This is an optimization exercise on Yosys and OpenROAD, whose aim is small area, not a production implementation.
In this exercise RTL edits were held to simulation tests only and were not proved equivalent to the original.
The clock port is modelled as an ideal driver, which makes a skipped or thinned clock tree look cheaper than it is; a real chip needs a root buffer or a tree.
No activity file was given, so power comes from the tool's default toggle rates.

Setup of north:
==> flow/design.v <==
module top_parking_system_4slot(
    input  wire        clk,
    input  wire        rst,
    input  wire        entry_pulse,
    input  wire        exit_pulse_for_system,
    input  wire        payment_received,
    input  wire [1:0]  exit_car_select,
    output wire        entry_gate,
    output wire        exit_gate,
    output wire        full_led,
    output wire        fee_ready,
    output wire [3:0]  occupancy,
    output wire [2:0]  free_count,
    output wire [15:0] e0,
    output wire [15:0] e1,
    output wire [15:0] e2,
    output wire [15:0] e3,
    output wire [31:0] fee
);
reg        st_f, st_x, st_y;
reg [3:0]  occ;
reg        slot_available;
reg [1:0]  exit_slot;
reg [3:0]  ld;                  
reg [3:0]  run;
reg [15:0] t0, t1, t2, t3;
wire idle     = ~st_f & ~st_x & ~st_y;
wire alloc    = ~st_f & ~st_x &  st_y;
wire free     =  st_f & st_y & payment_received;
wire go_alloc = entry_pulse & slot_available;
wire go_exit  = ~go_alloc & exit_pulse_for_system & (|occ);
assign entry_gate = st_x & ~st_y;
assign exit_gate  = st_x &  st_y;
assign fee_ready  = st_f;
assign full_led   = ~slot_available;
assign occupancy  = occ;
assign free_count = 3'd4 - ({2'd0, occ[0]} + {2'd0, occ[1]} + {2'd0, occ[2]} + {2'd0, occ[3]});
wire [3:0] lo_empty = {occ[0] & occ[1] & occ[2] & ~occ[3],
                       occ[0] & occ[1] & ~occ[2],
                       occ[0] & ~occ[1],
                       ~occ[0]};
wire sel_occ = occ[exit_car_select];
wire [1:0] free_idx = sel_occ  ? exit_car_select :
                      occ[0]   ? 2'd0 :
                      occ[1]   ? 2'd1 :
                      occ[2]   ? 2'd2 : 2'd3;
wire [3:0] free_oh = 4'b0001 << free_idx;
wire [1:0] exit_next = free ? free_idx : exit_slot;
always @(posedge clk or posedge rst) begin
    if (rst) begin
        st_f <= 1'b0; st_x <= 1'b0; st_y <= 1'b0;
        occ <= 4'b0;
        slot_available <= 1'b1;
        exit_slot <= 2'd0;
        ld <= 4'b0;
        run <= 4'b0;
    end else begin
        st_f <= (idle & go_exit) | (st_f & ~(st_y & payment_received));
        st_x <= alloc | free;
        st_y <= (idle & go_alloc) | st_f;
        occ <= (occ & ~(free ? free_oh : 4'b0)) | (alloc ? lo_empty : 4'b0);
        exit_slot <= exit_next;
        slot_available <= ~(&occ);
        ld <= {4{payment_received}} & (4'b0001 << exit_next);
        run <= occ;
    end
end
wire [3:0] clr = occ & ~run;
wire [16:0] c0, c1, c2, c3;
assign c0[0] = run[0];
assign c1[0] = run[1];
assign c2[0] = run[2];
assign c3[0] = run[3];
genvar k;
generate for (k = 0; k < 16; k = k + 1) begin : tb
    assign c0[k+1] = c0[k] & t0[k];
    assign c1[k+1] = c1[k] & t1[k];
    assign c2[k+1] = c2[k] & t2[k];
    assign c3[k+1] = c3[k] & t3[k];
    always @(posedge clk or posedge rst) begin
        if (rst) begin
            t0[k] <= 1'b0; t1[k] <= 1'b0; t2[k] <= 1'b0; t3[k] <= 1'b0;
        end else begin
            t0[k] <= ~clr[0] & (t0[k] ^ c0[k]);
            t1[k] <= ~clr[1] & (t1[k] ^ c1[k]);
            t2[k] <= ~clr[2] & (t2[k] ^ c2[k]);
            t3[k] <= ~clr[3] & (t3[k] ^ c3[k]);
        end
    end
end endgenerate
reg [10:0] y_lo;
reg        y_cm;
reg [15:9] t_hi;
wire bill = |ld;
wire [15:0] t_sel = ({16{ld[0]}} & t0) | ({16{ld[1]}} & t1) |
                    ({16{ld[2]}} & t2) | ({16{ld[3]}} & t3);
wire [11:2] cl;
wire [10:2] sl;
assign cl[2] = 1'b0;
generate for (k = 2; k < 9; k = k + 1) begin : lo_add
    assign sl[k]   = t_sel[k] ^ t_sel[k-2] ^ cl[k];
    assign cl[k+1] = (t_sel[k] & t_sel[k-2]) | (cl[k] & (t_sel[k] ^ t_sel[k-2]));
end endgenerate
wire ca0 = t_sel[9] & t_sel[7];      
wire ca1 = t_sel[9] | t_sel[7];      
wire pb  = t_sel[10] ^ t_sel[8];
wire sb0 = pb ^ ca0;
wire sb1 = pb ^ ca1;
wire cb0 = (t_sel[10] & t_sel[8]) | (ca0 & pb);
wire cb1 = (t_sel[10] & t_sel[8]) | (ca1 & pb);
assign sl[9] = t_sel[9] ^ t_sel[7] ^ cl[9];
assign sl[10] = cl[9] ? sb1 : sb0;
assign cl[11]   = cl[9] ? cb1 : cb0;
always @(posedge clk or posedge rst) begin
    if (rst) begin
        y_lo <= 11'd0; y_cm <= 1'b0; t_hi <= 7'd0;
    end else begin
        y_lo <= {sl, t_sel[1:0]} | ({11{~bill}} & y_lo);
        y_cm <= cl[11] | (~bill & y_cm);
        t_hi <= t_sel[15:9] | ({7{~bill}} & t_hi);
    end
end
wire [17:11] ah = {2'b00, t_hi[15:11]};
wire [17:11] bh = t_hi[15:9];
wire [18:11] ch;
wire [17:11] sh;
assign ch[11] = y_cm;
generate for (k = 11; k < 18; k = k + 1) begin : hi_add
    assign sh[k]   = ah[k] ^ bh[k] ^ ch[k];
    assign ch[k+1] = (ah[k] & bh[k]) | (ch[k] & (ah[k] ^ bh[k]));
end endgenerate
wire [18:11] y_hi = {ch[18], sh};
assign e0 = t0;
assign e1 = t1;
assign e2 = t2;
assign e3 = t3;
assign fee = {12'd0, y_hi, y_lo, 1'b0};
endmodule
export LEC_CHECK = 0
export CAP_MARGIN = 20
export CORE_MARGIN = 2
export CORE_UTILIZATION = 50
export PLACE_DENSITY = 0.8
export SLEW_MARGIN = 20
create_clock -name core_clock -period 4.0 [get_ports {clk}]
standard.sh (not shown) runs the stock make flow with config.mk's settings and CLKGATE_MAP_FILE= SYNTH_SCRIPT=/design/flow/synth_recipe.tcl, a recipe that flattens the netlist after the stock synthesis.
==> flow/flow/run.sh <==
#!/bin/bash
# Standard layout, with: the port buffers made of the smallest buffer cell; one
# tie cell for all constant outputs; and a one-level clock tree (the clock port
# drives four clock buffers, each driving a cluster of flip-flops), built by
# flow/clock_tree.tcl in place of TritonCTS.
set -euo pipefail
export BUFFER_PORTS_ARGS="-buffer_cell sky130_fd_sc_hd__buf_1"
export SKIP_REPAIR_TIE_FANOUT=1
export PRE_CTS_TCL="$PWD/flow/clock_tree.tcl"
bash standard.sh > standard.log 2>&1
Other scripts of this flow, unchanged in this note and not shown: flow/flow/clock_tree.tcl
Having completed the whole flow, north delivered a layout that passed the timing, design-rule and antenna checks.
The inputs of south differ from those of north as listed below.
Settings: CORE_UTILIZATION now 65, was 50; PLACE_DENSITY now 0.75, was 0.8.
==> summary.txt <==
When south is measured against north, its met1 track utilization from global routing turns out 9.4 points higher.
For clock skew, north and south come out practically identical.
From north to south the numbers moved as follows: number of well taps -about 23%, setup slack increased 0.028 ns.
The number of vias in the routed layout reported for south is smaller than that of north by 82.
south ran to completion and came out clean on the timing, design-rule and antenna checks.
Modified inputs, east compared to south
Settings: PLACE_DENSITY: 0.75 -> 0.6; CORE_UTILIZATION: 65 -> 40.
Findings:
- east | stages: all done | timing, DRC, antenna: all pass
- Compared with south, in east met2 capacity usage during global routing fell by 15 points, final worst-path setup slack decreased 0.024 ns, worst hold slack fell by 0.013 ns.
- The minimum clock period in east sits 0.024 ns above the value recorded for south.
- [compare] base=south new=east: final cell utilization of the core shrank by 29 points, total power of the final layout shrank by 0.000095 W.
Input-level comparison between west and east:
Settings: GPL_ROUTABILITY_DRIVEN: unset -> 0; CORE_UTILIZATION: 40 -> 50; PLACE_DENSITY: 0.6 -> 0.65.
Notes after the runs:
Sort east and west by portion of total power attributed to sequential cells asc -> top: west. west vs. east: basic-gate share of the synthesized area counting and, or, nand and nor cells now sits at about the same level, leakage power summed over all cells has increased. Post-detailed-routing wire length (higher): east. Total design power: west vs east up 1.7%. Going from east to west, number of cells on the critical path rose by 1; worst hold slack rose by 0.015 ns. Per the comparison of west with east, final area fell about 0.33%, depth of the most critical reg-to-reg path rose 1, footprint of the multi-input gates about even.
In every run of this note, the design's own scripts or RTL, not TritonCTS, make the clock network.

==> separate check: timing with driven ports <==
No port has a modelled driver above. Below, the same layouts with a new extraction and two added sets of constraints. Step 1 (the two cells are an assumption about what drives the block):
set clk [get_ports {clk}]
set_driving_cell -lib_cell sky130_fd_sc_hd__clkbuf_16 $clk
set_driving_cell -lib_cell sky130_fd_sc_hd__buf_2 [delete_from_list [all_inputs] $clk]
Step 2 adds t to the input delays and takes it off the output delays; t is the mean of the earliest and latest rising clock arrival at the registers after step 1. Input paths then give back, and output paths get back, about the clock's delay inside the block. Slacks: no drivers / after step 1 / after step 2; pairs: no drivers / after step 1.
run | t, ns | setup slack, ns | worst setup path after step 2 | clock arrival spread, ns | worst slew at a driven data input, ns
north | 0.249 | 0.092 / 0.092 / 0.092 | register to register | 0.023 / 0.022 | 0.03
south | 0.239 | 0.120 / 0.071 / 0.120 | register to register | 0.024 / 0.024 | 0.03
east | 0.242 | 0.097 / 0.097 / 0.097 | register to register | 0.041 / 0.042 | 0.03
west | 0.243 | 0.103 / 0.103 / 0.103 | register to register | 0.013 / 0.014 | 0.03
After both steps every run listed still meets setup and hold.
